From an optimization exercise on the open Yosys and OpenROAD flow, aimed at small area, a short achievable clock period and few clock cycles per item; shortcuts taken in it are not production practice. At most, simulation tests tie the RTL to the original design; equivalence was not proved. For run 6, only the layout was checked, not whether the RTL still works.

### flow/flow/run.sh
#!/bin/bash
# Standard layout (the standard.sh: standard synthesis, floorplan, place,
# CTS, route) with three changes to how it is made:
#  - before floorplanning, flow/fixpol.tcl (with flow/fixpol.py) flips full
#    adders to remove inverters around them (FA(~a,~b,~c) = ~FA(a,b,c)); the
#    registers and the logic function are unchanged;
#  - ORFS's repair_timing is asked for 10.5 ns of setup margin instead of 0, so
#    that it also shortens paths that already meet the 15 ns clock;
#  - the port buffers that global placement inserts are sky130_fd_sc_hd__buf_2.
# The SDC and the clock period are the standard flow's. Make's output goes to
# make_finish.log; fixpol writes fixpol_in.txt and fixpol_ops.txt here.
set -euo pipefail
bash standard.sh SETUP_SLACK_MARGIN=10.5 'BUFFER_PORTS_ARGS=-buffer_cell sky130_fd_sc_hd__buf_2' "PRE_FLOORPLAN_TCL=$(pwd)/flow/fixpol.tcl" finish > make_finish.log 2>&1
### flow/flow/fixpol.py
#!/usr/bin/env python3
"""Remove inverters around full adders by flipping full adders.

A full adder is self-dual: FA(~a, ~b, ~c) = (~sum, ~cout). Flipping one
(feeding it complemented inputs, so that its outputs carry complemented
values) changes which signals need an inverter. This picks flips greedily to
reduce the number of inverters, then lists the netlist edits.

Input (from fixpol.tcl): lines
  I <inst> <master>
  P <inst> <pin> <net> <INPUT|OUTPUT|INOUT>
  B <port> <net>
Output: lines
  NEWINV <inst> <in_net> <out_net>     (create net out_net and an inverter)
  MOVE <inst> <pin> <net>              (reconnect a pin)
  DEL <inst>                           (delete an inverter)
  DELNET <net>
"""
import sys
from collections import defaultdict

FA_IN = ("A", "B", "CIN")
FA_OUT = ("SUM", "COUT")


def main(src, dst):
    master = {}
    pins = defaultdict(dict)          # inst -> pin -> net
    driver = {}                       # net -> (inst, pin) or ("<port>", name)
    loads = defaultdict(list)         # net -> [(inst, pin)]
    port_nets = set()
    for line in open(src):
        f = line.split()
        if not f:
            continue
        if f[0] == "I":
            master[f[1]] = f[2]
        elif f[0] == "P":
            inst, pin, net, io = f[1], f[2], f[3], f[4]
            pins[inst][pin] = net
            if io == "OUTPUT":
                driver[net] = (inst, pin)
            else:
                loads[net].append((inst, pin))
        elif f[0] == "B":
            port_nets.add(f[2])

    def is_inv(i):
        m = master.get(i, "")
        return m.startswith("sky130_fd_sc_hd__inv_")

    def is_fa(i):
        m = master.get(i, "")
        return m.startswith("sky130_fd_sc_hd__fa_")

    # root and phase of every net through chains of inverters
    memo = {}

    def root(net, depth=0):
        if net in memo:
            return memo[net]
        d = driver.get(net)
        if d is None or depth > 50:
            r = (net, 0)
        elif is_inv(d[0]) and pins[d[0]].get("A") is not None:
            rr, p = root(pins[d[0]]["A"], depth + 1)
            r = (rr, p ^ 1)
        else:
            r = (net, 0)
        memo[net] = r
        return r

    # the inverter tree of each root: inverters and the nets they drive
    tree_invs = defaultdict(list)
    tree_nets = defaultdict(set)
    for i, m in master.items():
        if is_inv(i) and "Y" in pins[i] and "A" in pins[i]:
            r, _ = root(pins[i]["A"])
            tree_invs[r].append(i)
            tree_nets[r].add(pins[i]["Y"])
    for net in list(driver) + list(loads):
        r, _ = root(net)
        tree_nets[r].add(net)

    # consumers of each root: every load pin that is not an inverter input
    cons = defaultdict(list)          # root -> [(inst, pin, phase)]
    for r, nets in tree_nets.items():
        for n in nets:
            _, p = root(n)
            for (i, pin) in loads[n]:
                if is_inv(i) and pin == "A":
                    continue
                cons[r].append((i, pin, p))

    # roots we may rewire: a cell drives them, no port or undriven net in the
    # tree, and every inverter in the tree has exactly A and Y
    fixed = set()
    for r, nets in tree_nets.items():
        d = driver.get(r)
        if d is None or any(n in port_nets for n in nets):
            fixed.add(r)
            continue
        for i in tree_invs[r]:
            if set(pins[i]) - {"A", "Y"}:
                fixed.add(r)

    fas = [i for i in master if is_fa(i)]
    # a full adder may flip only if all its input and output roots may change
    flippable = set()
    for i in fas:
        ok = all(p in pins[i] for p in FA_IN + FA_OUT)
        if ok:
            rs = [root(pins[i][p])[0] for p in FA_IN] + [pins[i][p] for p in FA_OUT]
            ok = all(r not in fixed for r in rs)
        if ok:
            flippable.add(i)

    flip = {i: 0 for i in fas}

    def drv_flip(r):
        d = driver.get(r)
        return flip.get(d[0], 0) if d else 0

    def need(r):
        """phases needed at the physical driver output of root r"""
        df = drv_flip(r)
        ph = set()
        for (i, pin, p) in cons[r]:
            cf = flip.get(i, 0) if pin in FA_IN else 0
            ph.add(p ^ cf ^ df)
        return ph

    def cost(r):
        return 1 if 1 in need(r) else 0

    def touched(i):
        rs = set(root(pins[i][p])[0] for p in FA_IN)
        rs |= set(pins[i][p] for p in FA_OUT)
        return rs

    before = sum(cost(r) for r in cons if r not in fixed)
    improved = True
    rounds = 0
    while improved and rounds < 50:
        improved = False
        rounds += 1
        for i in sorted(flippable):
            rs = touched(i)
            c0 = sum(cost(r) for r in rs)
            flip[i] ^= 1
            c1 = sum(cost(r) for r in rs)
            if c1 < c0:
                improved = True
            else:
                flip[i] ^= 1
    after = sum(cost(r) for r in cons if r not in fixed)

    ops = []
    k = 0
    changed = set()
    for i in fas:
        if flip[i]:
            changed |= touched(i)
    for r in sorted(changed):
        if r in fixed:
            continue
        df = drv_flip(r)
        inv_net = None
        moves = []
        for (i, pin, p) in cons[r]:
            cf = flip.get(i, 0) if pin in FA_IN else 0
            want = p ^ cf ^ df
            if want:
                if inv_net is None:
                    k += 1
                    inv_net = "polfix_n%d" % k
                    ops.append("NEWINV polfix_i%d %s %s" % (k, r, inv_net))
                moves.append((i, pin, inv_net))
            else:
                moves.append((i, pin, r))
        for (i, pin, net) in moves:
            if pins[i][pin] != net:
                ops.append("MOVE %s %s %s" % (i, pin, net))
        for inv in tree_invs[r]:
            ops.append("DEL %s" % inv)
            ops.append("DELNET %s" % pins[inv]["Y"])
    with open(dst, "w") as g:
        g.write("\n".join(ops) + "\n")
    print("fixpol: %d full adders, %d flippable, %d flipped; inverted roots %d -> %d"
          % (len(fas), len(flippable), sum(flip.values()), before, after))


if __name__ == "__main__":
    main(sys.argv[1], sys.argv[2])
### flow/flow/fixpol.tcl
# PRE_FLOORPLAN_TCL: flip full adders to remove inverters (see fixpol.py).
# Writes fixpol_in.txt and fixpol_ops.txt in the flow's work folder (the
# parent of flow/), then returns to the folder it was called from.
set fixpol_dir [file dirname [file normalize [info script]]]
set fixpol_cwd [pwd]
cd [file dirname $fixpol_dir]
set block [ord::get_db_block]

set f [open fixpol_in.txt w]
foreach inst [$block getInsts] {
  puts $f "I [$inst getName] [[$inst getMaster] getName]"
  foreach it [$inst getITerms] {
    set net [$it getNet]
    if { $net eq "NULL" } { continue }
    if { [$net isSpecial] } { continue }
    set st [$net getSigType]
    if { $st eq "POWER" || $st eq "GROUND" } { continue }
    puts $f "P [$inst getName] [[$it getMTerm] getName] [$net getName] [$it getIoType]"
  }
}
foreach bt [$block getBTerms] {
  set net [$bt getNet]
  if { $net ne "NULL" } { puts $f "B [$bt getName] [$net getName]" }
}
close $f

set msg [exec python3 [file join $fixpol_dir fixpol.py] fixpol_in.txt fixpol_ops.txt]
puts $msg

set inv_master [[ord::get_db] findMaster sky130_fd_sc_hd__inv_1]
set f [open fixpol_ops.txt r]
set nops 0
while { [gets $f line] >= 0 } {
  set w [split [string trim $line] " "]
  if { [llength $w] == 0 } { continue }
  set op [lindex $w 0]
  incr nops
  if { $op eq "NEWINV" } {
    set out [odb::dbNet_create $block [lindex $w 3]]
    set inst [odb::dbInst_create $block $inv_master [lindex $w 1]]
    [$inst findITerm A] connect [$block findNet [lindex $w 2]]
    [$inst findITerm Y] connect $out
  } elseif { $op eq "MOVE" } {
    set it [[$block findInst [lindex $w 1]] findITerm [lindex $w 2]]
    $it disconnect
    $it connect [$block findNet [lindex $w 3]]
  } elseif { $op eq "DEL" } {
    odb::dbInst_destroy [$block findInst [lindex $w 1]]
  } elseif { $op eq "DELNET" } {
    set n [$block findNet [lindex $w 1]]
    if { $n ne "NULL" && [llength [$n getITerms]] == 0 && [llength [$n getBTerms]] == 0 } {
      odb::dbNet_destroy $n
    }
  }
}
close $f
puts "fixpol: applied $nops edits"
cd $fixpol_cwd
### flow/standard.sh
#!/bin/bash
# synth_recipe.tcl (not shown) runs the flow's synth.tcl, then flattens the netlist and writes it again
# the make line also repeats each setting of config.mk as NAME=value (left out here)
make -C /OpenROAD-flow-scripts/flow DESIGN_CONFIG=/design/flow/config.mk WORK_HOME=/design/flow/orfs CLKGATE_MAP_FILE= SYNTH_SCRIPT=/design/flow/synth_recipe.tcl "${@:-finish}"
### flow/config.mk
export PLATFORM = sky130hd
export DESIGN_NAME = rsa
export DESIGN_NICKNAME = rsa
export VERILOG_FILES = /design/flow/design.v
export SDC_FILE = /design/flow/constraint.sdc
export NUM_CORES = 4
export LEC_CHECK = 0
export ABC_CLOCK_PERIOD_IN_PS = 5000
export CAP_MARGIN = 20
export CORE_MARGIN = 2
export CORE_UTILIZATION = 60
export CTS_BUF_LIST = sky130_fd_sc_hd__clkbuf_8 sky130_fd_sc_hd__clkbuf_16
export PLACE_DENSITY = 0.7
export SLEW_MARGIN = 20
### flow/constraint.sdc
create_clock -name core_clock -period 15.0 [get_ports {clk}]
set_input_delay 3.0000 -clock core_clock [delete_from_list [all_inputs] [get_ports {clk}]]
set_output_delay 3.0000 -clock core_clock [all_outputs]
set_load 0.01 [all_outputs]
### flow/design.v
module rsa #(
    parameter WIDTH = 32,
    parameter E_BITS = 32
)(
    input  wire                   clk,
    input  wire                   rst,
    input  wire                   start,
    input  wire [WIDTH-1:0]       M,
    input  wire [E_BITS-1:0]      E,
    input  wire [WIDTH-1:0]       N,
    input  wire [WIDTH-1:0]       N_INV,
    input  wire [WIDTH-1:0]       R2_MOD_N,
    output wire [WIDTH-1:0]       C,
    output reg                    done
);
    localparam K  = 4;           
    localparam W  = 38;          
    localparam AW = 34;          
    localparam PH_IDLE = 3'd0, PH_C1 = 3'd1, PH_C2 = 3'd2,
               PH_SQ = 3'd4, PH_MUL = 3'd5, PH_FIN = 3'd6;
    reg  [2:0]    ph;
    reg           it;          
    reg  [3:0]    j;           
    reg  [32:0]   res;         
    reg  [32:0]   mr;          
    reg  [AW-1:0] s, c;        
    reg           cin;         
    reg  [K-1:0]  a;           
    reg  [4:0]    idx;         
    reg           ebit;        
    reg           ez;          
    reg           isn;         
    reg  [31:0]   nr;          
    reg  [3:0]    npr;         
    assign C = res[31:0];
    reg  [3:0] np;
    always @(*) begin
        case (N[3:1])
            3'd0: np = 4'd15;
            3'd1: np = 4'd5;
            3'd2: np = 4'd3;
            3'd3: np = 4'd9;
            3'd4: np = 4'd7;
            3'd5: np = 4'd13;
            3'd6: np = 4'd11;
            default: np = 4'd1;
        endcase
    end
    reg [4:0] lead;
    integer i;
    always @(*) begin
        lead = 5'd0;
        for (i = 0; i < 32; i = i + 1)
            if (E[i]) lead = i[4:0];
    end
    function [3:0] qmul(input [3:0] y, input [2:0] n);
        reg c2a, c2b, c2c, c2d;
        begin
            qmul[0] = y[0];
            qmul[1] = y[1] ^ (n[0] & y[0]);
            c2a = y[2]; c2b = n[0] & y[1]; c2c = n[1] & y[0]; c2d = n[0] & y[1] & y[0];
            qmul[2] = c2a ^ c2b ^ c2c ^ c2d;
            qmul[3] = y[3] ^ (n[0] & y[2]) ^ (n[1] & y[1]) ^ (n[2] & y[0])
                    ^ (c2a & c2b) ^ (c2a & c2c) ^ (c2a & c2d)
                    ^ (c2b & c2c) ^ (c2b & c2d) ^ (c2c & c2d);
        end
    endfunction
    reg  [3:0] t;              
    wire [3:0] y_s = s[3:0] ^ c[3:0] ^ t;
    wire [3:0] y_k = {(s[2:0] & c[2:0]) | (s[2:0] & t[2:0]) | (c[2:0] & t[2:0]), 1'b0};
    wire [3:0] y_p = y_s ^ y_k;
    wire [3:0] y_g = y_s & y_k;
    wire [3:0] y_c;
    assign y_c[0] = cin;
    assign y_c[1] = y_g[0] | (y_p[0] & cin);
    assign y_c[2] = y_g[1] | (y_p[1] & y_g[0]) | (y_p[1] & y_p[0] & cin);
    assign y_c[3] = y_g[2] | (y_p[2] & y_g[1]) | (y_p[2] & y_p[1] & y_g[0])
                  | (y_p[2] & y_p[1] & y_p[0] & cin);
    wire [3:0] u = y_p ^ y_c;
    wire [3:0] q = qmul(u, npr[3:1]);
    wire [W-1:0] b0 = a[0] ? {5'b0, res}        : {W{1'b0}};
    wire [W-1:0] b1 = a[1] ? {4'b0, res, cin}   : {{(W-1){1'b0}}, cin};
    wire [W-1:0] b2 = a[2] ? {3'b0, res, 2'b0}  : {W{1'b0}};
    wire [W-1:0] b3 = a[3] ? {2'b0, res, 3'b0}  : {W{1'b0}};
    wire [W-1:0] n0 = q[0] ? {6'b0, nr}          : {W{1'b0}};
    wire [W-1:0] n1 = q[1] ? {5'b0, nr, 1'b0}    : {W{1'b0}};
    wire [W-1:0] n2 = q[2] ? {4'b0, nr, 2'b0}    : {W{1'b0}};
    wire [W-1:0] n3 = q[3] ? {3'b0, nr, 3'b0}    : {W{1'b0}};
    wire [W-1:0] s0 = {4'b0, s};
    wire [W-1:0] c0 = {4'b0, c};
    wire [W-1:0] l1a_s = s0 ^ c0 ^ b0;
    wire [W-1:0] l1a_c = ((s0 & c0) | (s0 & b0) | (c0 & b0)) << 1;
    wire [W-1:0] l1b_s = b1 ^ b2 ^ b3;
    wire [W-1:0] l1b_c = ((b1 & b2) | (b1 & b3) | (b2 & b3)) << 1;
    wire [W-1:0] l2_s  = l1a_s ^ l1a_c ^ l1b_s;
    wire [W-1:0] l2_c  = ((l1a_s & l1a_c) | (l1a_s & l1b_s) | (l1a_c & l1b_s)) << 1;
    wire [W-1:0] l3_s  = l2_s ^ l2_c ^ l1b_c;
    wire [W-1:0] l3_c  = ((l2_s & l2_c) | (l2_s & l1b_c) | (l2_c & l1b_c)) << 1;
    wire [W-1:0] l4a_s = l3_s ^ l3_c ^ n0;
    wire [W-1:0] l4a_c = ((l3_s & l3_c) | (l3_s & n0) | (l3_c & n0)) << 1;
    wire [W-1:0] l4b_s = n1 ^ n2 ^ n3;
    wire [W-1:0] l4b_c = ((n1 & n2) | (n1 & n3) | (n2 & n3)) << 1;
    wire [W-1:0] l5_s  = l4a_s ^ l4a_c ^ l4b_s;
    wire [W-1:0] l5_c  = ((l4a_s & l4a_c) | (l4a_s & l4b_s) | (l4a_c & l4b_s)) << 1;
    wire [W-1:0] l6_s  = l5_s ^ l5_c ^ l4b_c;
    wire [W-1:0] l6_c  = ((l5_s & l5_c) | (l5_s & l4b_c) | (l5_c & l4b_c)) << 1;
    wire cin_n = |l6_c[K-1:1];
    wire [AW-1:0] sum = s + c + {{(AW-1){1'b0}}, cin};
    wire [3:0] jn = j + 4'd1;
    wire [35:0] res_w = {3'b0, res};
    wire [35:0] mr_w  = {3'b0, mr};
    reg  [3:0] res_d, mr_d;
    always @(*) begin
        case (jn)
            4'd1: begin res_d = res_w[7:4];   mr_d = mr_w[7:4];   end
            4'd2: begin res_d = res_w[11:8];  mr_d = mr_w[11:8];  end
            4'd3: begin res_d = res_w[15:12]; mr_d = mr_w[15:12]; end
            4'd4: begin res_d = res_w[19:16]; mr_d = mr_w[19:16]; end
            4'd5: begin res_d = res_w[23:20]; mr_d = mr_w[23:20]; end
            4'd6: begin res_d = res_w[27:24]; mr_d = mr_w[27:24]; end
            4'd7: begin res_d = res_w[31:28]; mr_d = mr_w[31:28]; end
            4'd8: begin res_d = res_w[35:32]; mr_d = mr_w[35:32]; end
            default: begin res_d = 4'd0; mr_d = 4'd0; end
        endcase
    end
    wire last = (ph == PH_C1) ? (j == 4'd13) : (j == 4'd8);
    wire idx0 = (idx == 5'd0);
    reg [2:0] ph_nx;
    always @(*) begin
        case (ph)
            PH_C1:   ph_nx = PH_C2;
            PH_C2:   ph_nx = (ez | idx0) ? PH_FIN : PH_SQ;
            PH_SQ:   ph_nx = ebit ? PH_MUL : (idx0 ? PH_FIN : PH_SQ);
            PH_MUL:  ph_nx = idx0 ? PH_FIN : PH_SQ;
            default: ph_nx = PH_IDLE;
        endcase
    end
    wire idx_dec = (ph == PH_C2 || ph == PH_MUL || (ph == PH_SQ && !ebit)) && !idx0;
    always @(posedge clk) begin
        if (rst) begin
            ph   <= PH_IDLE;
            it   <= 1'b0;
            done <= 1'b0;
        end else begin
            done <= 1'b0;
            if (ph == PH_IDLE) begin
                if (start) begin
                    ph <= PH_C1;
                    it <= 1'b1;
                end
            end else if (it) begin
                if (last) it <= 1'b0;
            end else begin
                ph   <= ph_nx;
                it   <= (ph != PH_FIN);
                done <= (ph == PH_FIN);
            end
        end
    end
    reg [3:0]  a_nx;
    reg [32:0] res_nx;
    always @(*) begin
        a_nx   = a;
        res_nx = res;
        if (it) begin
            case (ph)
                PH_C1, PH_SQ: a_nx = res_d;
                PH_C2:        a_nx = ez ? 4'd0 : mr_d;
                PH_MUL:       a_nx = mr_d;
                default:      a_nx = 4'd0;
            endcase
        end else begin
            case (ph)
                PH_C1: begin
                    res_nx = ez ? sum[32:0] : mr;
                    a_nx   = ez ? 4'd1 : sum[3:0];
                end
                PH_C2: begin
                    res_nx = sum[32:0];
                    a_nx   = (ph_nx == PH_FIN) ? 4'd1 : sum[3:0];
                end
                PH_SQ: begin
                    res_nx = sum[32:0];
                    a_nx   = ebit ? mr[3:0] : ((ph_nx == PH_FIN) ? 4'd1 : sum[3:0]);
                end
                PH_MUL: begin
                    res_nx = sum[32:0];
                    a_nx   = (ph_nx == PH_FIN) ? 4'd1 : sum[3:0];
                end
                default: begin    
                    res_nx = isn ? 33'd0 : sum[32:0];
                end
            endcase
        end
    end
    always @(posedge clk) begin
        npr  <= np;
        nr   <= N;
        ebit <= E[idx];
        isn  <= (res == {1'b0, nr});
        a    <= (ph == PH_IDLE) ? R2_MOD_N[3:0] : a_nx;
        res  <= (ph == PH_IDLE) ? {1'b0, R2_MOD_N} : res_nx;
        t    <= (ph == PH_IDLE) ? R2_MOD_N[3:0] * R2_MOD_N[3:0] : a_nx * res_nx[3:0];
        if (ph == PH_IDLE || !it) begin
            s   <= {AW{1'b0}};
            c   <= {AW{1'b0}};
            cin <= 1'b0;
            j   <= 4'd0;
        end else begin
            s   <= l6_s[W-1:K];
            c   <= l6_c[W-1:K];
            cin <= cin_n;
            j   <= jn;
        end
        if (ph == PH_IDLE) begin
            mr  <= {1'b0, M};
            idx <= lead;
            ez  <= ~|E;
        end else if (!it) begin
            if (idx_dec) idx <= idx - 5'd1;
            if (ph == PH_C1 || ph == PH_C2) mr <= sum[32:0];
        end
    end
endmodule
==> flow_summary.ini, run 1 <==
[detailed_routing]
vias_per_cell = 6.21
first_pass_iters = 7
wl_per_cell_um = 23.3
detail-route-antenna-nets = 0
wl_mm = 53.9
num_vias = 14370
drtIter0Drc = 1508
drc = 0

[global_route]
grt_pass1_vias = 14614
grt_max_degree = 89
grtUsageTotal_pct = 34.4
overflow = 0
grt_pass1_wl_mm = 81.5
antenna_found_initial = 2

[placement]
dp_cells = 2260
gp_congestion = 0.938
numPortBuffers = 163
dpl.hpwl_mm = 37.8
post_dp_cell_area_mm2 = 0.0190

[sta]
setup_violations = 0
fin_worst_skew_ps = 16.4
fin_crit_ps = 4990
drv_slew = 0
relSlewSlack_pct = 29.0
finalCritPeriodShare_pct = 33.3
setup-tns-final_ps = 0
rsz0062_at_grt = yes
worstMarginPinSlew_ps = 1070
fmax_mhz = 200
hold_viol = 0

[die]
initial_utilization_pct = 61.2
core_mm2 = 0.0297
ios = 196
rows = 63
die_h_um = 178
die_area_mm2 = 0.0317
die_x_um = 178

[yosys]
synthCells = 1818
synthesis.area_mm2 = 0.0182
syn_nets = 2304
syn_avg_cell_area_um2 = 10.0
ys_warn_count = 1

[final_layout]
instances_no_fill = 2314
fillCellCount = 2366
drive_gt1_share_pct = 18.6
nNetsFinal = 2396
finalInstanceArea_mm2 = 0.0203
multi_input_area_mm2 = 0.0132
final-seq-area_mm2 = 0.00458
areaGrowthSynthToFinish_pct = 11.6

[clocking]
clk_pin_slew_ps = 80
clock_latency_ps = 460
cts_buffers = 17
clkSinkCount = 195
cts_tree = built
htreeDepth = 4
cts_max_path_buffers = 2
cts_root_buf = clkbuf_16

[min_path]
hold_class = flip-flop to flip-flop

[outcome]
status = complete, no violations

[setup_path]
rrSetupSlack_ps = 10010
crit_arrival_ps = 5340
critPathKind = flip-flop to flip-flop
cp_data_required_time_ps = 15350
end_kind = flip-flop
cp-endpoint = s[3]
startpoint = c[1]
start_kind = flip-flop
rr_endpoint = s[3]
crit_fanout = 8
reg2regPathDepth = 18
timing.rr.start = c[1]

[run]
cap_violations = 0
sequential cells by signal (all words and copies together), names as in the netlist, 3 cells and up:
signal and count:
a 4, mr 33, nr 32, s 34
t 4, npr 3, c 34, j 4
res 33, idx 5, ph 3
worst min-delay path by stage:
| stage | depth (start not counted) | start | slack (ps) | to |
|---|---|---|---|---|
| 6_report | 1 | j[0] | 530 | j[0] |
| 5_1_grt | 1 | j[0] | 560 | j[0] |
| 4_1_cts | 1 | j[0] | 530 | j[0] |
| 3_5_place_dp | 1 | nr[0] | 540 | cin |
| 3_3_place_gp | 1 | nr[0] | 550 | cin |
| 2_1_floorplan | 1 | nr[0] | 490 | cin |
cell usage in the layout (no fill, tap or decap), drive strengths merged, types with 5 or more instances in the layout:
cell type,instances
a22oi,30
mux2,7
clkinv,5
a31oi,7
nand4,14
nor2b,42
or4,5
xnor2,49
inv,103
edfxtp,66
o21ai,74
a22o,6
nor3,14
fa,259
and3,74
a211oi,15
nand3,20
clkbuf,18
mux2i,14
o31ai,12
a21oi,64
nand2,199
a221o,6
and2,170
o21bai,5
a21o,18
nand2b,9
nor2,77
o22ai,7
a222oi,6
buf,190
dfxtp,129
xor2,36
ha,64
nor4,16
o21a,10
a221oi,5
stage by stage:
stage	hold slack [ps]	utilization, %	setup slack, ps
2_1_floorplan	488	-	10490
3_3_place_gp	545	64.0	9180
3_5_place_dp	539	64.0	9100
4_1_cts	532	67.1	10150
5_1_grt	558	68.3	9900
6_report	532	68.3	10010
what timing repair did:
action	in CTS	in global routing
cloned	2	2
setup buffers	11	6
pin swaps	8	23
resized for setup	41	72
endpoints found under the setup margin	67	65
hold buffers	0	0
cell type report:
type,instances,area share [%]
repair buffers,191,5.62
diodes,1,0.0123
clock inverters,15,0.672
multi-input cells,1409,64.8
flip-flops and latches,195,22.6
inverters,96,1.78
well taps,390,2.41
clock buffers,17,2.10
per-layer routing:
layer	wire length, um	vias to the layer above	GRT usage, %
met1	21800	7270	46.2
met5	0	-	0
met3	4770	101	7.63
met2	25400	667	54.6
met4	1920	0	13.3
li1	-	6332	-
critical path: stages (launching register included):
cell and delay [ps]:
dfxtp_4 350, fa_1 570, ha_4 230, a31o_4 270, xor2_4 170, ha_4 190, xnor2_4 140, xnor2_2 160
xnor2_2 280, xnor2_4 110, buf_6 150, xnor2_4 230, buf_12 150, buf_16 130, and2_1 140, fa_1 440
fa_1 540, fa_2 450, and3_1 170
Testbench counts, summed over its fixed seeds: cycles 112,410, items 320.
==> run 2, diff against run 1 <==
--- a/flow/flow/run.sh
+++ b/flow/flow/run.sh
@@ -6,3 +6,3 @@
 #    registers and the logic function are unchanged;
-#  - ORFS's repair_timing is asked for 10.5 ns of setup margin instead of 0, so
+#  - ORFS's repair_timing is asked for 10 ns of setup margin instead of 0, so
 #    that it also shortens paths that already meet the 15 ns clock;
@@ -12,2 +12,2 @@
 set -euo pipefail
-bash standard.sh SETUP_SLACK_MARGIN=10.5 'BUFFER_PORTS_ARGS=-buffer_cell sky130_fd_sc_hd__buf_2' "PRE_FLOORPLAN_TCL=$(pwd)/flow/fixpol.tcl" finish > make_finish.log 2>&1
+bash standard.sh SETUP_SLACK_MARGIN=10 'BUFFER_PORTS_ARGS=-buffer_cell sky130_fd_sc_hd__buf_2' "PRE_FLOORPLAN_TCL=$(pwd)/flow/fixpol.tcl" finish > make_finish.log 2>&1
==> flow_summary.ini, run 2 <==
[placement]
post_dp_cell_area_mm2 = 0.0190
gp_congestion = 0.960
dpl.hpwl_mm = 37.8
numPortBuffers = 163

[die]
initial_utilization_pct = 61.2
die_area_mm2 = 0.0317
ios = 196
die_h_um = 178
rows = 63
core_mm2 = 0.0297
die_x_um = 178

[detailed_routing]
wl_per_cell_um = 22.7
wl_mm = 52.4
drtIter0Drc = 1508
drc = 0
num_vias = 14177
detail-route-antenna-nets = 0
first_pass_iters = 8
vias_per_cell = 6.14

[setup_path]
crit_top_cell = fa_1
critPathKind = flip-flop to flip-flop
crit_arrival_ps = 5340
max_stage_delay_ps = 580
end_kind = flip-flop
crit_fanout = 8
crit_path_cell_trace = fa_1, ha_4, a31o_4, xor2_2, ha_2, xnor2_2, xnor2_1, xnor2_1, xnor2_2, buf_4, xnor2_4, buf_4, clkbuf_16, and2_4, fa_1, fa_2, fa_1, and3_1
crit_slowest_cell = fa_1
cp_data_required_time_ps = 15360
start_kind = flip-flop

[sta]
rsz0062_at_grt = yes
fmax_mhz = 201
worstMarginPinSlew_ps = 1090
setup_violations = 0
setup-tns-final_ps = 0
finalCritPeriodShare_pct = 33.2
fin_crit_ps = 4980
drv_slew = 0
hold_viol = 0
fin_worst_skew_ps = 11.7
timing.hold.ws_ps = 566
relSlewSlack_pct = 27.3

[clocking]
cts_tree = built
clock_latency_ps = 470
cts_buffers = 17
htreeDepth = 4
clkSinkCount = 195
holdBufCountCts = 0
cts_max_path_buffers = 2
clk_pin_slew_ps = 80
cts_root_buf = clkbuf_16

[run]
cap_violations = 0

[final_layout]
nNetsFinal = 2391
finalInstanceArea_mm2 = 0.0199
top_regs = c (34), s (34)
fin_util_pct = 66.9
areaGrowthSynthToFinish_pct = 9.37
final_common_cell = fa_1
fillCellCount = 2415
drive_gt1_share_pct = 14.1
final_cell_mix = 257 x fa_1, 197 x nand2_1, 168 x and2_1, 163 x buf_2, 123 x dfxtp_1

[global_route]
grt_max_degree = 89
antenna_found_initial = 0
grtUsageTotal_pct = 34.2
overflow = 0
grt_pass1_wl_mm = 81.3
grt_pass1_vias = 14711

[yosys]
synthCells = 1818
synthesis.area_mm2 = 0.0182
syn_nets = 2304
ys_warn_count = 1
syn_avg_cell_area_um2 = 10.0

[outcome]
status = complete, no violations

[min_path]
hold_class = flip-flop to flip-flop
[run 2: per-stage QoR]
step / setup WS (ps) / instances
after floorplan: 10380 / 1818
after global placement: 9220 / 2261
after detailed placement: 9140 / 2261
after CTS: 10030 / 2301
after global routing: 9950 / 2308
final: 10020 / 2309
[run 2: repair_timing]
| item | 4_1_cts | 5_1_grt |
|---|---|---|
| gates resized for setup | 9 | 22 |
| setup buffers | 7 | 5 |
| cloned | 1 | 2 |
| pin swaps | 4 | 51 |
| setup endpoints to repair | 63 | 60 |
[run 2: worst max-delay path: cells and delay by family (launching register included)]
family / cells / cell delay (ps)
xor+xnor: 6 / 950
flops: 1 / 330
buf+inv: 3 / 510
simple gates: 2 / 330
compound gates: 1 / 270
fa+ha+maj: 6 / 2460
[run 2: routing by layer]
layer / vias up / track usage (%) / wire length, um
met5: - / 0 / 0
met4: 0 / 11.7 / 1430
met2: 607 / 55.5 / 25000
li1: 6341 / - / -
met3: 83 / 7.03 / 4610
met1: 7146 / 45.9 / 21400
[run 2: area by class of cell]
cell class              instances  area (um^2)  area share [%]
flip-flops and latches        195         4580            23.0
clock inverters                15          124           0.623
diodes                          1         2.50          0.0126
multi-input cells            1408        12800            64.6
clock buffers                  17          425            2.14
repair buffers                187         1070            5.39
inverters                      96          360            1.81
well taps                     390          488            2.45
[run 2: path summary, 6_finish.rpt]
kind	start	endpoint	slack, ps	depth (start not counted)
max	t[1]	s[0]	10020	18
min	nr[0]	cin	570	1
min reg2reg	nr[0]	cin	570	1
max reg2reg	t[1]	s[0]	10020	18
==> run 3, diff against run 2 <==
--- a/flow/design.v
+++ b/flow/design.v
@@ -68,2 +68,3 @@
     reg  [3:0] t;              
+    reg  [3:0] mlo;            
     wire [3:0] y_s = s[3:0] ^ c[3:0] ^ t;
@@ -174,3 +175,3 @@
                 PH_C1: begin
-                    res_nx = ez ? sum[32:0] : mr;
+                    res_nx = ez ? sum[32:0] : {1'b0, M};
                     a_nx   = ez ? 4'd1 : sum[3:0];
@@ -202,3 +203,5 @@
         res  <= (ph == PH_IDLE) ? {1'b0, R2_MOD_N} : res_nx;
-        t    <= (ph == PH_IDLE) ? R2_MOD_N[3:0] * R2_MOD_N[3:0] : a_nx * res_nx[3:0];
+        t    <= (ph == PH_IDLE) ? R2_MOD_N[3:0] * R2_MOD_N[3:0]
+              : a_nx * ((!it && ph == PH_C1 && !ez) ? mlo : res_nx[3:0]);
+        if (ph == PH_IDLE) mlo <= M[3:0];
         if (ph == PH_IDLE || !it) begin
@@ -215,3 +218,2 @@
         if (ph == PH_IDLE) begin
-            mr  <= {1'b0, M};
             idx <= lead;
==> flow_summary.ini, run 3 <==
[global_route]
grtUsageTotal_pct = 34.1
grt_pass1_vias = 14293
overflow = 0
grt_max_degree = 91
antenna_found_initial = 0
grt_pass1_wl_mm = 80.2

[min_path]
hold_class = flip-flop to flip-flop

[clocking]
clock_latency_ps = 460
cts_tree = built
holdBufCountCts = 0
cts_root_buf = clkbuf_16
cts_max_path_buffers = 2
cts_buffers = 17
clk_pin_slew_ps = 70
clkSinkCount = 199
htreeDepth = 4

[yosys]
syn_avg_cell_area_um2 = 10.3
synthesis.area_mm2 = 0.0180
synthCells = 1756
ys_warn_count = 1
syn_nets = 2242

[sta]
finalCritPeriodShare_pct = 32.8
fmax_mhz = 203
worstMarginPinSlew_ps = 1060
timing.hold.ws_ps = 566
setup-tns-final_ps = 0
setup_violations = 0
fin_worst_skew_ps = 16.8
rsz0062_at_grt = yes
hold_viol = 0
drv_slew = 0
relSlewSlack_pct = 29.1
fin_crit_ps = 4920

[placement]
post_dp_cell_area_mm2 = 0.0189
numPortBuffers = 163
gp_congestion = 0.928
dpl.hpwl_mm = 37.8

[detailed_routing]
vias_per_cell = 6.17
drc = 0
wl_mm = 51.3
num_vias = 13853
wl_per_cell_um = 22.8
drtIter0Drc = 1323
detail-route-antenna-nets = 0
first_pass_iters = 7

[run]
cap_violations = 0

[setup_path]
reg2regPathDepth = 17
end_kind = flip-flop
cp_data_required_time_ps = 15340
startpoint = s[1]
critPathKind = flip-flop to flip-flop
timing.rr.start = s[1]
crit_arrival_ps = 5270
rr_endpoint = s[11]
rrSetupSlack_ps = 10080
cp-endpoint = s[11]
crit_fanout = 16
start_kind = flip-flop

[final_layout]
final_cell_mix = 257 x fa_1, 175 x and2_1, 163 x buf_2, 148 x nand2_1, 121 x dfxtp_1
finalInstanceArea_mm2 = 0.0198
fillCellCount = 2394
areaGrowthSynthToFinish_pct = 9.66
nNetsFinal = 2330
final_common_cell = fa_1
top_regs = c (34), s (34)
final-seq-area_mm2 = 0.00471
drive_gt1_share_pct = 14.3
multi_input_area_mm2 = 0.0126
antenna_cells = 0

[die]
initial_utilization_pct = 60.8
die_area_mm2 = 0.0315
core_mm2 = 0.0296
rows = 63
die_x_um = 177
ios = 196
die_h_um = 177

[outcome]
status = complete, no violations
[run 3: worst max-delay path, stage by stage, from the launching register on]
cell,delay [ps]
dfxtp_4,370
fa_1,550
ha_4,230
a31o_4,250
xor2_2,150
ha_2,190
xnor2_2,150
xnor2_2,170
xnor2_2,300
xnor2_4,110
buf_12,170
xnor2_4,130
buf_12,190
and2_1,180
fa_1,560
fa_1,460
fa_1,480
and3_1,190
[run 3: worst min-delay path by stage]
stage          startpoint   end  slack [ps]  cells past startpoint
5_1_grt             nr[0]   cin         600                      1
3_5_place_dp         j[0]  j[0]         540                      1
4_1_cts              j[0]  j[0]         560                      1
3_3_place_gp         j[0]  j[0]         530                      1
2_1_floorplan        j[0]  j[0]         510                      1
6_report             j[0]  j[0]         570                      1
[run 3: layout make-up]
class | instances | area share [%]
Clock inverter | 15 | 0.937
Inverter | 97 | 1.84
Tap cell | 390 | 2.47
Clock buffer | 17 | 2.15
Sequential cell | 199 | 23.8
Timing Repair Buffer | 184 | 5.21
Multi-Input combinational cell | 1345 | 63.6
[run 3: metrics by stage]
stage | cells | setup WS [ps] | util (%)
floorplan | 1756 | 10350 | -
global placement | 2206 | 9270 | 63.8
detailed placement | 2206 | 9220 | 63.8
CTS | 2245 | 9980 | 66.5
global route | 2247 | 9950 | 66.7
finish | 2247 | 10080 | 66.7
[run 3: timing repair]
| item | CTS | global route |
|---|---|---|
| gates cloned | 1 | 0 |
| resized for setup | 13 | 13 |
| setup buffers | 6 | 2 |
| setup endpoints to repair | 64 | 64 |
| pin swaps | 7 | 31 |
[run 3: layer usage]
metal  routed length (um)  GRT usage [%]
met1                20900           45.1
met2                23900           54.7
met3                 4420           7.90
met4                 2060           13.6
met5                    0              0
Testbench counts of run 3, summed over its fixed seeds: cycles 112,410, items 320.
==> run 4, diff against run 3 <==
--- a/flow/config.mk
+++ b/flow/config.mk
@@ -10,5 +10,5 @@
 export CORE_MARGIN = 2
-export CORE_UTILIZATION = 60
+export CORE_UTILIZATION = 70
 export CTS_BUF_LIST = sky130_fd_sc_hd__clkbuf_8 sky130_fd_sc_hd__clkbuf_16
-export PLACE_DENSITY = 0.7
+export PLACE_DENSITY = 0.8
 export SLEW_MARGIN = 20
==> flow_summary.ini, run 4 <==
[outcome]
status = complete, no violations

[clocking]
clock_latency_ps = 450
cts_root_buf = clkbuf_16
holdBufCountCts = 0
cts_buffers = 17
cts_max_path_buffers = 2
cts_tree = built
htreeDepth = 4
clkSinkCount = 199
clk_pin_slew_ps = 80

[global_route]
grt_max_degree = 69
antenna_found_initial = 1
grt_pass1_vias = 14535
grt_pass1_wl_mm = 80.2
grtUsageTotal_pct = 39.9
use_met1_pct = 52.6
met3_usage_pct = 8.89
overflow = 0
use_met2_pct = 63.5
globalRoute.busiestLayer = met2

[die]
die_x_um = 164
initial_utilization_pct = 71.4
rows = 58
die_h_um = 164
core_mm2 = 0.0253
die_area_mm2 = 0.0271
ios = 196

[sta]
setup_violations = 0
worstMarginPinSlew_ps = 1030
rsz0062_at_grt = yes
hold_viol = 0
drv_slew = 0
relSlewSlack_pct = 31.3
setup-tns-final_ps = 0
finalCritPeriodShare_pct = 33.8
fin_worst_skew_ps = 18.8
timing.hold.ws_ps = 572
fmax_mhz = 197
fin_crit_ps = 5070

[setup_path]
start_kind = flip-flop
cp_top_family = adder cells
crit_arrival_ps = 5460
critPathKind = flip-flop to flip-flop
max_stage_delay_ps = 590
critPathBufInv = 3
crit_slowest_cell = fa_1
crit_fanout = 8
cp_data_required_time_ps = 15380
crit_path_cell_trace = fa_1, ha_4, a31o_4, xor2_4, ha_4, xnor2_2, xnor2_2, xnor2_2, xnor2_4, buf_12, xnor2_4, buf_6, buf_16, and2_4, fa_1, fa_1, fa_2, and3_1
end_kind = flip-flop

[final_layout]
antenna_cells = 0
final_common_cell = fa_1
drive_gt1_share_pct = 16.1
top_regs = c (34), s (34)
fillCellCount = 1723
final_cell_mix = 246 x fa_1, 166 x and2_1, 163 x buf_2, 148 x nand2_1, 120 x dfxtp_1
nNetsFinal = 2336
areaGrowthSynthToFinish_pct = 9.95

[placement]
gp_congestion = 0.985
dpl.hpwl_mm = 37.6
numPortBuffers = 163

[detailed_routing]
wl_per_cell_um = 23.8
vias_per_cell = 6.46
num_vias = 14166
drc = 0
first_pass_iters = 8
wl_mm = 52.1
detail-route-antenna-nets = 0
drtIter0Drc = 1390

[min_path]
hold_class = flip-flop to flip-flop

[yosys]
synthCells = 1756
ys_warn_count = 1
syn_nets = 2242
synthesis.area_mm2 = 0.0180
syn_avg_cell_area_um2 = 10.3

[run]
cap_violations = 0
==> run 4: worst reg2reg max path: stages, from the launching register on <==
cell and delay [ps]:
dfxtp_2 330, fa_1 590, ha_4 240, a31o_4 280
xor2_4 170, ha_4 180, xnor2_2 140, xnor2_2 160
xnor2_2 270, xnor2_4 120, buf_12 160, xnor2_4 140
buf_6 180, buf_16 160, and2_4 170, fa_1 550
fa_1 450, fa_2 560, and3_1 150
==> run 4: area by class of cell <==
class / count / area [um^2] / share of cell area [%]
clock buffer: 17 / 425 / 2.15
clock inverter: 15 / 140 / 0.707
inverter: 97 / 364 / 1.84
multi-input combinational: 1345 / 12700 / 63.9
sequential: 199 / 4710 / 23.8
tap: 330 / 413 / 2.08
timing repair buffer: 190 / 1110 / 5.61
==> run 4: repair_timing <==
action                                 4_1_cts  5_1_grt
endpoints found under the hold margin        0        0
setup buffers                                8        4
setup endpoints to repair                   64       54
resized for setup                           22       38
pin swaps                                   25       54
gates cloned                                 2        1
==> run 4: final timing paths <==
path                              end  start  cells past startpoint  slack, ps
worst max-delay path            s[28]   t[1]                     18       9930
worst min-delay path             j[0]   j[0]                      1        570
worst max register to register  s[28]   t[1]                     18       9930
worst min register to register   j[0]   j[0]                      1        570
==> run 4: stage by stage <==
stage | setup WS (ps) | area (um^2) | utilization [%] | std cells
floorplan | 10350 | 18000 | - | 1756
global placement | 9310 | 18800 | 74.5 | 2146
detailed placement | 9180 | 18800 | 74.5 | 2146
CTS | 9920 | 19700 | 77.8 | 2188
global route | 9820 | 19800 | 78.5 | 2193
finish | 9930 | 19800 | 78.5 | 2193
==> run 4: layer usage <==
metal / wire [um] / vias up
li1: - / 6154
met1: 19900 / 7007
met2: 24600 / 845
met3: 5200 / 158
met4: 2480 / 2
met5: 13 / -
==> run 5, diff against run 4 <==
--- a/flow/flow/run.sh
+++ b/flow/flow/run.sh
@@ -8,3 +8,3 @@
 #    that it also shortens paths that already meet the 15 ns clock;
-#  - the port buffers that global placement inserts are sky130_fd_sc_hd__buf_2.
+#  - the port buffers that global placement inserts are sky130_fd_sc_hd__buf_1.
 # The SDC and the clock period are the standard flow's. Make's output goes to
@@ -12,2 +12,2 @@
 set -euo pipefail
-bash standard.sh SETUP_SLACK_MARGIN=10 'BUFFER_PORTS_ARGS=-buffer_cell sky130_fd_sc_hd__buf_2' "PRE_FLOORPLAN_TCL=$(pwd)/flow/fixpol.tcl" finish > make_finish.log 2>&1
+bash standard.sh SETUP_SLACK_MARGIN=10 'BUFFER_PORTS_ARGS=-buffer_cell sky130_fd_sc_hd__buf_1' "PRE_FLOORPLAN_TCL=$(pwd)/flow/fixpol.tcl" finish > make_finish.log 2>&1
--- a/flow/config.mk
+++ b/flow/config.mk
@@ -10,5 +10,7 @@
 export CORE_MARGIN = 2
-export CORE_UTILIZATION = 70
-export CTS_BUF_LIST = sky130_fd_sc_hd__clkbuf_8 sky130_fd_sc_hd__clkbuf_16
-export PLACE_DENSITY = 0.8
+export CORE_UTILIZATION = 60
+export CTS_BUF_LIST = sky130_fd_sc_hd__clkbuf_16
+export CTS_CLUSTER_DIAMETER = 150
+export CTS_CLUSTER_SIZE = 40
+export PLACE_DENSITY = 0.7
 export SLEW_MARGIN = 20
==> flow_summary.ini, run 5 <==
[sta]
fmax_mhz = 198
fin_crit_ps = 5040
finalCritPeriodShare_pct = 33.6
fin_worst_skew_ps = 13.7
rsz0062_at_grt = yes
drv_slew = 0
relSlewSlack_pct = 35.5
setup-tns-final_ps = 0
setup_violations = 0
hold_viol = 0
post-route-worst-setup-slack_ps = 9960
worstMarginPinSlew_ps = 965

[clocking]
clkSinkCount = 199
clk_pin_slew_ps = 80
cts_buffers = 17
clock_latency_ps = 460
cts_tree = built
cts_max_path_buffers = 2
htreeDepth = 4
holdBufCountCts = 0
cts_root_buf = clkbuf_16

[detailed_routing]
wl_per_cell_um = 23.2
drc = 0
num_vias = 13941
first_pass_iters = 6
drtIter0Drc = 1494
wl_mm = 52.3
vias_per_cell = 6.18
detail-route-antenna-nets = 0

[min_path]
hp-start = j[0]
hold_class = flip-flop to flip-flop
whs_endpoint = j[0]
whs_path_depth = 1

[final_layout]
drive_gt1_share_pct = 6.12
final_common_cell = fa_1
top_regs = c (34), s (34)
nNetsFinal = 2336
areaGrowthSynthToFinish_pct = 9.19
final_cell_mix = 257 x fa_1, 175 x and2_1, 163 x buf_1, 148 x nand2_1, 120 x dfxtp_1

[setup_path]
rrSetupSlack_ps = 9960
rr_endpoint = s[0]
timing.rr.start = t[1]
cp_data_required_time_ps = 15340
reg2regPathDepth = 18
crit_arrival_ps = 5390
end_kind = flip-flop
crit_fanout = 7
start_kind = flip-flop
critPathKind = flip-flop to flip-flop

[die]
core_mm2 = 0.0296
rows = 63
die_x_um = 177
ios = 196
initial_utilization_pct = 60.8
die_h_um = 177
die_area_mm2 = 0.0315

[global_route]
grtUsageTotal_pct = 34.3
grt_pass1_vias = 14116
grt_pass1_wl_mm = 80.7
grt_max_degree = 91
antenna_found_initial = 1
overflow = 0

[placement]
numPortBuffers = 163
dp_slack_ps = 9210
dpl.hpwl_mm = 38.2
gp_congestion = 0.942

[yosys]
syn_avg_cell_area_um2 = 10.3
syn_nets = 2242
synthCells = 1756
synthesis.area_mm2 = 0.0180
ys_warn_count = 1

[run]
cap_violations = 0

[outcome]
status = complete, no violations
## run 5: timing repair
| action | in CTS | in global routing |
|---|---|---|
| gates resized for setup | 12 | 21 |
| endpoints found under the setup margin | 64 | 64 |
| buffers inserted | 8 | 3 |
| gates cloned | 1 | 1 |
| hold endpoints to repair | 0 | 0 |
| pin swaps | 6 | 52 |
## run 5: worst max path at each step
stage | end | cells after the start | slack, ps | startpoint
after global routing | s[0] | 18 | 9830 | s[1]
after floorplan | s[21] | 16 | 10350 | s[1]
after CTS | s[10] | 17 | 10010 | c[1]
final | s[0] | 18 | 9960 | t[1]
after detailed placement | s[10] | 15 | 9210 | s[1]
after global placement | s[11] | 15 | 9370 | s[1]
## run 5: final cells by class
cell class,count,area [um^2]
antenna,2,5.00
clock buffer,17,425
clock inverter,15,213
fill,2420,9950
inverter,97,364
multi-input combinational,1345,12600
sequential,199,4710
tap,390,488
timing repair buffer,190,908
## run 5: routing by layer
layer	part of all wire, %	global-route usage [%]	vias to the layer above	wire length [um]
met1	40	47.0	7034	21000
met4	3.7	13.2	0	1930
met2	48	54.7	645	24900
li1	-	-	6153	-
met3	8.4	6.17	109	4400
met5	0	0	-	0
## run 5: worst max-delay path, stage by stage, from the launching register on
cell	delay, ps
dfxtp_2	330
fa_1	590
ha_4	240
a31o_4	250
xor2_2	220
ha_2	240
xnor2_2	90
xnor2_2	160
xnor2_2	280
xnor2_4	130
buf_6	140
xnor2_4	130
buf_6	160
clkbuf_16	170
and2_4	160
fa_1	490
fa_1	450
fa_1	500
and3_1	190
## run 5: per-stage QoR
step / std cells / util [%] / cell area, um^2 / hold slack, ps
4_1_cts: 2248 / 65.9 / 19500 / 567
3_3_place_gp: 2207 / 63.1 / 18700 / 525
2_1_floorplan: 1756 / - / 18000 / 505
6_report: 2255 / 66.4 / 19700 / 564
5_1_grt: 2254 / 66.4 / 19700 / 599
3_5_place_dp: 2207 / 63.1 / 18700 / 549
==> run 6, diff against run 5 <==
--- a/flow/design.v
+++ b/flow/design.v
@@ -32,3 +32,3 @@
     reg           isn;         
-    reg  [31:0]   nr;          
+    reg  [3:0]    iseq;        
     reg  [3:0]    npr;         
@@ -85,6 +85,6 @@
     wire [W-1:0] b3 = a[3] ? {2'b0, res, 3'b0}  : {W{1'b0}};
-    wire [W-1:0] n0 = q[0] ? {6'b0, nr}          : {W{1'b0}};
-    wire [W-1:0] n1 = q[1] ? {5'b0, nr, 1'b0}    : {W{1'b0}};
-    wire [W-1:0] n2 = q[2] ? {4'b0, nr, 2'b0}    : {W{1'b0}};
-    wire [W-1:0] n3 = q[3] ? {3'b0, nr, 3'b0}    : {W{1'b0}};
+    wire [W-1:0] n0 = q[0] ? {6'b0, N}          : {W{1'b0}};
+    wire [W-1:0] n1 = q[1] ? {5'b0, N, 1'b0}    : {W{1'b0}};
+    wire [W-1:0] n2 = q[2] ? {4'b0, N, 2'b0}    : {W{1'b0}};
+    wire [W-1:0] n3 = q[3] ? {3'b0, N, 3'b0}    : {W{1'b0}};
     wire [W-1:0] s0 = {4'b0, s};
@@ -198,5 +198,6 @@
         npr  <= np;
-        nr   <= N;
         ebit <= E[idx];
-        isn  <= (res == {1'b0, nr});
+        iseq <= {res[31:24] == N[31:24], res[23:16] == N[23:16],
+                 res[15:8] == N[15:8], res[7:0] == N[7:0]};
+        isn  <= (&iseq) & ~res[32];
         a    <= (ph == PH_IDLE) ? R2_MOD_N[3:0] : a_nx;
--- a/flow/config.mk
+++ b/flow/config.mk
@@ -11,5 +11,3 @@
 export CORE_UTILIZATION = 60
-export CTS_BUF_LIST = sky130_fd_sc_hd__clkbuf_16
-export CTS_CLUSTER_DIAMETER = 150
-export CTS_CLUSTER_SIZE = 40
+export CTS_BUF_LIST = sky130_fd_sc_hd__clkbuf_8 sky130_fd_sc_hd__clkbuf_16
 export PLACE_DENSITY = 0.7
==> flow_summary.ini, run 6 <==
[sta]
finalCritPeriodShare_pct = 32.7
fin_worst_skew_ps = 21.3
relSlewSlack_pct = 28.7
fmax_mhz = 204
worstMarginPinSlew_ps = 1070
setup_violations = 0
timing.hold.ws_ps = 585
fin_crit_ps = 4900
hold_viol = 0
drv_slew = 0
rsz0062_at_grt = no
setup-tns-final_ps = 0

[clocking]
cts_max_path_buffers = 2
htreeDepth = 4
holdBufCountCts = 0
cts_tree = built
clkSinkCount = 171
cts_buffers = 17
cts_root_buf = clkbuf_16
clk_pin_slew_ps = 70
clock_latency_ps = 450

[die]
ios = 196
core_mm2 = 0.0296
rows = 63
die_h_um = 177
initial_utilization_pct = 60.9
die_x_um = 177
die_area_mm2 = 0.0315

[final_layout]
instances_no_fill = 2278
fin_util_pct = 66.0
final_common_cell = fa_1
final_cell_mix = 258 x fa_1, 169 x and2_1, 163 x buf_1, 143 x nand2_1, 98 x inv_1
drive_gt1_share_pct = 6.84
nNetsFinal = 2360
finalInstanceArea_mm2 = 0.0196
multi_input_area_mm2 = 0.0131
fillCellCount = 2475
areaGrowthSynthToFinish_pct = 8.45
final-seq-area_mm2 = 0.00414
top_regs = c (34), s (34)

[setup_path]
critPathKind = flip-flop to flip-flop
end_kind = flip-flop
start_kind = flip-flop
rr_endpoint = s[4]
startpoint = c[1]
rrSetupSlack_ps = 10100
timing.rr.start = c[1]
crit_arrival_ps = 5230
cp-endpoint = s[4]
reg2regPathDepth = 16
cp_data_required_time_ps = 15330
crit_fanout = 16

[detailed_routing]
wl_per_cell_um = 22.3
first_pass_iters = 6
num_vias = 14237
wl_mm = 50.8
vias_per_cell = 6.25
drtIter0Drc = 1536
detail-route-antenna-nets = 0
drc = 0

[global_route]
grt_pass1_wl_mm = 80.7
grt_max_degree = 96
grtUsageTotal_pct = 33.4
antenna_found_initial = 0
grt_pass1_vias = 14510
overflow = 0

[placement]
gp_congestion = 0.935
post_dp_cell_area_mm2 = 0.0187
numPortBuffers = 163
dpl.hpwl_mm = 37.0
dp_cells = 2236

[outcome]
status = complete, no violations

[yosys]
synthesis.area_mm2 = 0.0180
syn_avg_cell_area_um2 = 10.1
ys_warn_count = 1
syn_nets = 2278
synthCells = 1792

[run]
cap_violations = 0

[min_path]
hold_class = flip-flop to flip-flop
-- run 6: worst min-delay path by stage --
stage | start | endpoint | depth (start not counted)
floorplan | iseq[1] | isn | 2
global placement | res[32] | isn | 1
detailed placement | res[32] | isn | 1
CTS | j[0] | j[0] | 1
global route | j[0] | j[0] | 1
finish | iseq[2] | isn | 2
-- run 6: through the flow --
stage               setup slack [ps]
finish                         10100
global route                    9980
CTS                            10010
detailed placement              9420
global placement                9460
floorplan                      10140
-- run 6: area by class of cell --
cell class,instances,share of cell area [%]
multi-input combinational,1402,67.1
sequential,171,21.2
tap,390,2.49
antenna,1,0.0128
inverter,96,1.84
timing repair buffer,186,4.29
clock inverter,10,0.422
clock buffer,22,2.70
-- run 6: per-layer routing --
metal	part of all wire (%)	up-vias	global-route usage [%]
met4	2.8	0	9.56
met1	42	7191	47.3
met5	0	-	0
met2	49	625	54.6
met3	6.3	90	3.75
li1	-	6331	-
-- run 6: timing repair --
action / 4_1_cts / 5_1_grt
resized for setup: 11 / 15
endpoints found under the setup margin: 64 / 63
endpoints found under the hold margin: 0 / 0
cloned: 1 / 1
pin swaps: 3 / 4
buffers inserted: 6 / 1
-- run 6: critical path, cell delays in order, from the launching register on --
cell and delay (ps):
dfxtp_2 360, fa_1 580, ha_4 230, a31o_2 260, xor2_1 150, ha_1 210
xnor2_2 160, xnor2_2 290, xnor2_4 120, buf_12 160, xnor2_4 140, buf_12 170
and2_1 190, fa_1 530, fa_1 600, fa_1 450, and3_1 180
==> run 7, diff against run 6 <==
--- a/flow/design.v
+++ b/flow/design.v
@@ -32,3 +32,2 @@
     reg           isn;         
-    reg  [3:0]    iseq;        
     reg  [3:0]    npr;         
@@ -199,5 +198,3 @@
         ebit <= E[idx];
-        iseq <= {res[31:24] == N[31:24], res[23:16] == N[23:16],
-                 res[15:8] == N[15:8], res[7:0] == N[7:0]};
-        isn  <= (&iseq) & ~res[32];
+        isn  <= (res == {1'b0, N});
         a    <= (ph == PH_IDLE) ? R2_MOD_N[3:0] : a_nx;
==> flow_summary.ini, run 7 <==
[outcome]
status = complete, no violations

[die]
initial_utilization_pct = 60.9
core_mm2 = 0.0287
rows = 62
die_area_mm2 = 0.0305
die_x_um = 175
ios = 196
die_h_um = 175

[sta]
setup_violations = 0
finalCritPeriodShare_pct = 32.7
fin_crit_ps = 4910
worstMarginPinSlew_ps = 1060
post-route-worst-setup-slack_ps = 10090
fmax_mhz = 204
hold_viol = 0
setup-tns-final_ps = 0
rsz0062_at_grt = yes
fin_worst_skew_ps = 17.2
drv_slew = 0
timing.hold.ws_ps = 546
relSlewSlack_pct = 29.4

[global_route]
antenna_found_initial = 1
globalRoute.busiestLayer = met2
grt_pass1_vias = 14300
met3_usage_pct = 4.70
grt_max_degree = 89
use_met2_pct = 56.3
overflow = 0
use_met1_pct = 48.0
grt_pass1_wl_mm = 80.2
grtUsageTotal_pct = 34.2

[placement]
numPortBuffers = 163
gp_congestion = 0.937
dp_slack_ps = 9210
post_dp_cell_area_mm2 = 0.0181
dpl.hpwl_mm = 37.0

[final_layout]
final_cell_mix = 259 x fa_1, 168 x and2_1, 163 x buf_1, 150 x nand2_1, 97 x inv_1
final-seq-area_mm2 = 0.00407
final_common_cell = fa_1
nNetsFinal = 2297
finalInstanceArea_mm2 = 0.0190
multi_input_area_mm2 = 0.0126
areaGrowthSynthToFinish_pct = 8.70
fillCellCount = 2359
top_regs = c (34), s (34)
drive_gt1_share_pct = 6.36
fin_util_pct = 66.1

[setup_path]
crit_arrival_ps = 5240
max_stage_delay_ps = 580
critPathKind = primary input to flip-flop
cp_top_family = simple AND/OR/NAND/NOR gates
rrSetupSlack_ps = 10110
start_kind = primary input
reg2regPathDepth = 17
timing.rr.start = c[1]
end_kind = flip-flop
critPathBufInv = 1
crit_fanout = 6
rr_endpoint = s[8]
cp_data_required_time_ps = 15330
crit_path_cell_trace = buf_1, xor2_1, nor4_2, nand4_1, or4_1, nor4_1
crit_slowest_cell = or4_1

[detailed_routing]
num_vias = 13714
wl_mm = 50.1
vias_per_cell = 6.21
detail-route-antenna-nets = 0
first_pass_iters = 5
drc = 0
drtIter0Drc = 1293
wl_per_cell_um = 22.7

[yosys]
ys_warn_count = 1
synthesis.area_mm2 = 0.0175
synthCells = 1733
syn_nets = 2219
syn_avg_cell_area_um2 = 10.1

[clocking]
clkSinkCount = 167
cts_buffers = 17
clock_latency_ps = 450
cts_root_buf = clkbuf_16
htreeDepth = 4
cts_max_path_buffers = 2
holdBufCountCts = 0
cts_tree = built
clk_pin_slew_ps = 80

[min_path]
whs_endpoint = j[0]
hp-start = j[0]
whs_path_depth = 1
hold_class = flip-flop to flip-flop

[run]
cap_violations = 0
-- run 7: worst register-to-register path: stages, from the launching register on --
cell and delay (ps):
dfxtp_4 380, fa_1 530, ha_4 230, a31o_4 260, xor2_2 160, ha_2 190
xnor2_2 140, xnor2_2 150, xnor2_2 240, xnor2_4 100, buf_12 160, xnor2_4 260
buf_12 190, and2_1 150, fa_1 440, fa_1 580, fa_1 440, and3_1 190
-- run 7: timing repair --
action | 4_1_cts | 5_1_grt
cloned | 1 | 1
setup endpoints to repair | 64 | 62
pin swaps | 17 | 31
resized for setup | 15 | 14
setup buffers | 5 | 2
-- run 7: how the worst max path moves through the flow --
stage               startpoint   end  slack, ps  depth (start not counted)
finish                    N[1]   isn      10090                          6
global route              t[1]  s[8]       9940                         17
CTS                       c[0]  s[8]      10020                         17
detailed placement        s[1]  s[8]       9210                         15
global placement          c[1]  s[8]       9290                         15
floorplan                 N[2]  s[0]      10140                          6
-- run 7: area by class of cell --
class | count | area share, %
inverter | 98 | 1.94
sequential | 167 | 21.4
antenna | 1 | 0.0132
clock inverter | 15 | 0.751
clock buffer | 17 | 2.24
multi-input combinational | 1341 | 66.5
timing repair buffer | 186 | 4.65
tap | 384 | 2.53
-- run 7: through the flow --
stage               instances
floorplan                1733
detailed placement       2166
global placement         2166
global route             2208
CTS                      2204
finish                   2209
-- run 7: metal layers --
layer / routed length (um) / up-vias
li1: - / 6057
met1: 20500 / 6922
met2: 24200 / 629
met3: 3910 / 106
met4: 1540 / 0
met5: 0 / -
Testbench counts of run 7, summed over its fixed seeds: cycles 112,410, items 320.
==> run 8, diff against run 7 <==
--- a/flow/config.mk
+++ b/flow/config.mk
@@ -7,2 +7,3 @@
 export LEC_CHECK = 0
+export ABC_AREA = 1
 export ABC_CLOCK_PERIOD_IN_PS = 5000
==> flow_summary.ini, run 8 <==
[clocking]
cts_tree = built
clkSinkCount = 167
clock_latency_ps = 450
clk_pin_slew_ps = 70
htreeDepth = 4
cts_root_buf = clkbuf_16
cts_buffers = 17
holdBufCountCts = 0
cts_max_path_buffers = 2

[global_route]
overflow = 0
grt_pass1_vias = 14780
grtUsageTotal_pct = 32.7
grt_pass1_wl_mm = 76.5
grt_max_degree = 63
antenna_found_initial = 0

[detailed_routing]
drtIter0Drc = 1138
first_pass_iters = 7
wl_per_cell_um = 19.7
drc = 0
wl_mm = 49.1
detail-route-antenna-nets = 0
num_vias = 14227
vias_per_cell = 5.71

[setup_path]
max_stage_delay_ps = 300
end_kind = flip-flop
crit_arrival_ps = 5280
critPathKind = primary input to flip-flop
crit_slowest_cell = ha_1
cp_top_family = adder cells
critPathBufInv = 1
crit_path_cell_trace = buf_6, a22oi_2, nor2_1, a21oi_2, nand2_1, o21ai_2, nor2_1, ha_1, ha_1, ha_2, xnor2_2, xor2_1, xor2_1, nand3_1, nand2_1, o21ai_1
start_kind = primary input
cp_data_required_time_ps = 15340
crit_fanout = 2

[sta]
fin_worst_skew_ps = 12.3
hold_viol = 0
timing.hold.ws_ps = 553
finalCritPeriodShare_pct = 32.9
fmax_mhz = 202
setup_violations = 0
rsz0062_at_grt = yes
setup-tns-final_ps = 0
worstMarginPinSlew_ps = 1120
relSlewSlack_pct = 24.6
drv_slew = 0
fin_crit_ps = 4940

[yosys]
syn_nets = 2472
ys_warn_count = 1
synthesis.area_mm2 = 0.0172
synthCells = 1986
syn_avg_cell_area_um2 = 8.64

[die]
die_area_mm2 = 0.0300
die_x_um = 173
initial_utilization_pct = 61.4
die_h_um = 173
ios = 196
rows = 61
core_mm2 = 0.0279

[final_layout]
top_regs = c (34), s (34)
antenna_cells = 0
areaGrowthSynthToFinish_pct = 9.56
fillCellCount = 2361
drive_gt1_share_pct = 6.72
final_cell_mix = 386 x nand2_1, 327 x inv_1, 256 x fa_1, 219 x nor2_1, 161 x buf_1
final_common_cell = nand2_1
instances_no_fill = 2492
nNetsFinal = 2587
finalInstanceArea_mm2 = 0.0188

[placement]
gp_congestion = 0.917
post_dp_cell_area_mm2 = 0.0179
dpl.hpwl_mm = 36.0
numPortBuffers = 163
dp_cells = 2445

[outcome]
status = complete, no violations

[run]
cap_violations = 0

[min_path]
hold_class = flip-flop to flip-flop
-- run 8: layout make-up --
| cell class | instances | area (um^2) | area share (%) |
|---|---|---|---|
| Timing Repair Buffer | 189 | 931 | 4.95 |
| Clock inverter | 15 | 123 | 0.653 |
| Clock buffer | 17 | 425 | 2.26 |
| Inverter | 339 | 1280 | 6.82 |
| Multi-Input combinational cell | 1387 | 11500 | 61.2 |
| Tap cell | 378 | 473 | 2.52 |
| Sequential cell | 167 | 4070 | 21.6 |
-- run 8: per-layer routing --
layer	vias to the layer above	GRT usage [%]	part of all wire [%]
met3	124	5.58	7.9
met1	7017	42.6	40
li1	6460	-	-
met5	-	0	0
met2	626	55.1	49
met4	0	12.5	3.5
-- run 8: path summary, 6_finish.rpt --
kind | startpoint | endpoint | slack, ps | cells past startpoint
worst min-delay path | j[0] | j[0] | 550 | 1
worst max-delay path | M[2] | t[3] | 10060 | 16
worst max register to register | s[1] | s[16] | 10160 | 20
worst min register to register | j[0] | j[0] | 550 | 1
-- run 8: per-stage QoR --
stage | setup WS [ps] | utilization [%]
global route | 9860 | 67.3
global placement | 9600 | 64.0
CTS | 10010 | 66.0
floorplan | 9910 | -
finish | 10060 | 67.3
detailed placement | 9560 | 64.0
-- run 8: timing repair --
action	4_1_cts	5_1_grt
gates resized for setup	3	50
setup endpoints to repair	37	52
buffers inserted	1	11
cloned	0	2
pin swaps	0	23

-- what the ideal ports hide --
The flow's constraints put no driver on any port. The routed layouts listed below were extracted and timed again, unchanged, in two steps. Step 1 sets driving cells, clkbuf_16 on the clock port and buf_2 on the other inputs (assumed; they add their load-dependent delay and slew). Step 2 also shifts input and output timing later by t, the mid clock arrival at the registers, as if the neighbouring blocks saw the same clock. Slacks: ideal / step 1 / step 2; pairs: ideal / step 1.
run	t, ns	setup slack, ns	latest minus earliest clock arrival (ns)
run 1	0.507	10.009 / 10.009 / 10.009	0.017 / 0.016
run 2	0.516	10.018 / 10.018 / 10.018	0.012 / 0.012
run 3	0.503	10.077 / 10.077 / 10.077	0.017 / 0.016
run 4	0.492	9.928 / 9.928 / 9.928	0.020 / 0.020
run 5	0.507	9.959 / 9.959 / 9.959	0.013 / 0.014
run 6	0.490	10.097 / 10.097 / 9.713	0.022 / 0.022
run 7	0.488	10.090 / 10.106 / 9.630	0.017 / 0.017
run 8	0.495	10.060 / 10.076 / 9.581	0.013 / 0.013
After both steps setup and hold are still met in every run listed. For run 8, which loses most, drivers alone change the setup slack by +0.016 ns; drivers and shift together by -0.479 ns.
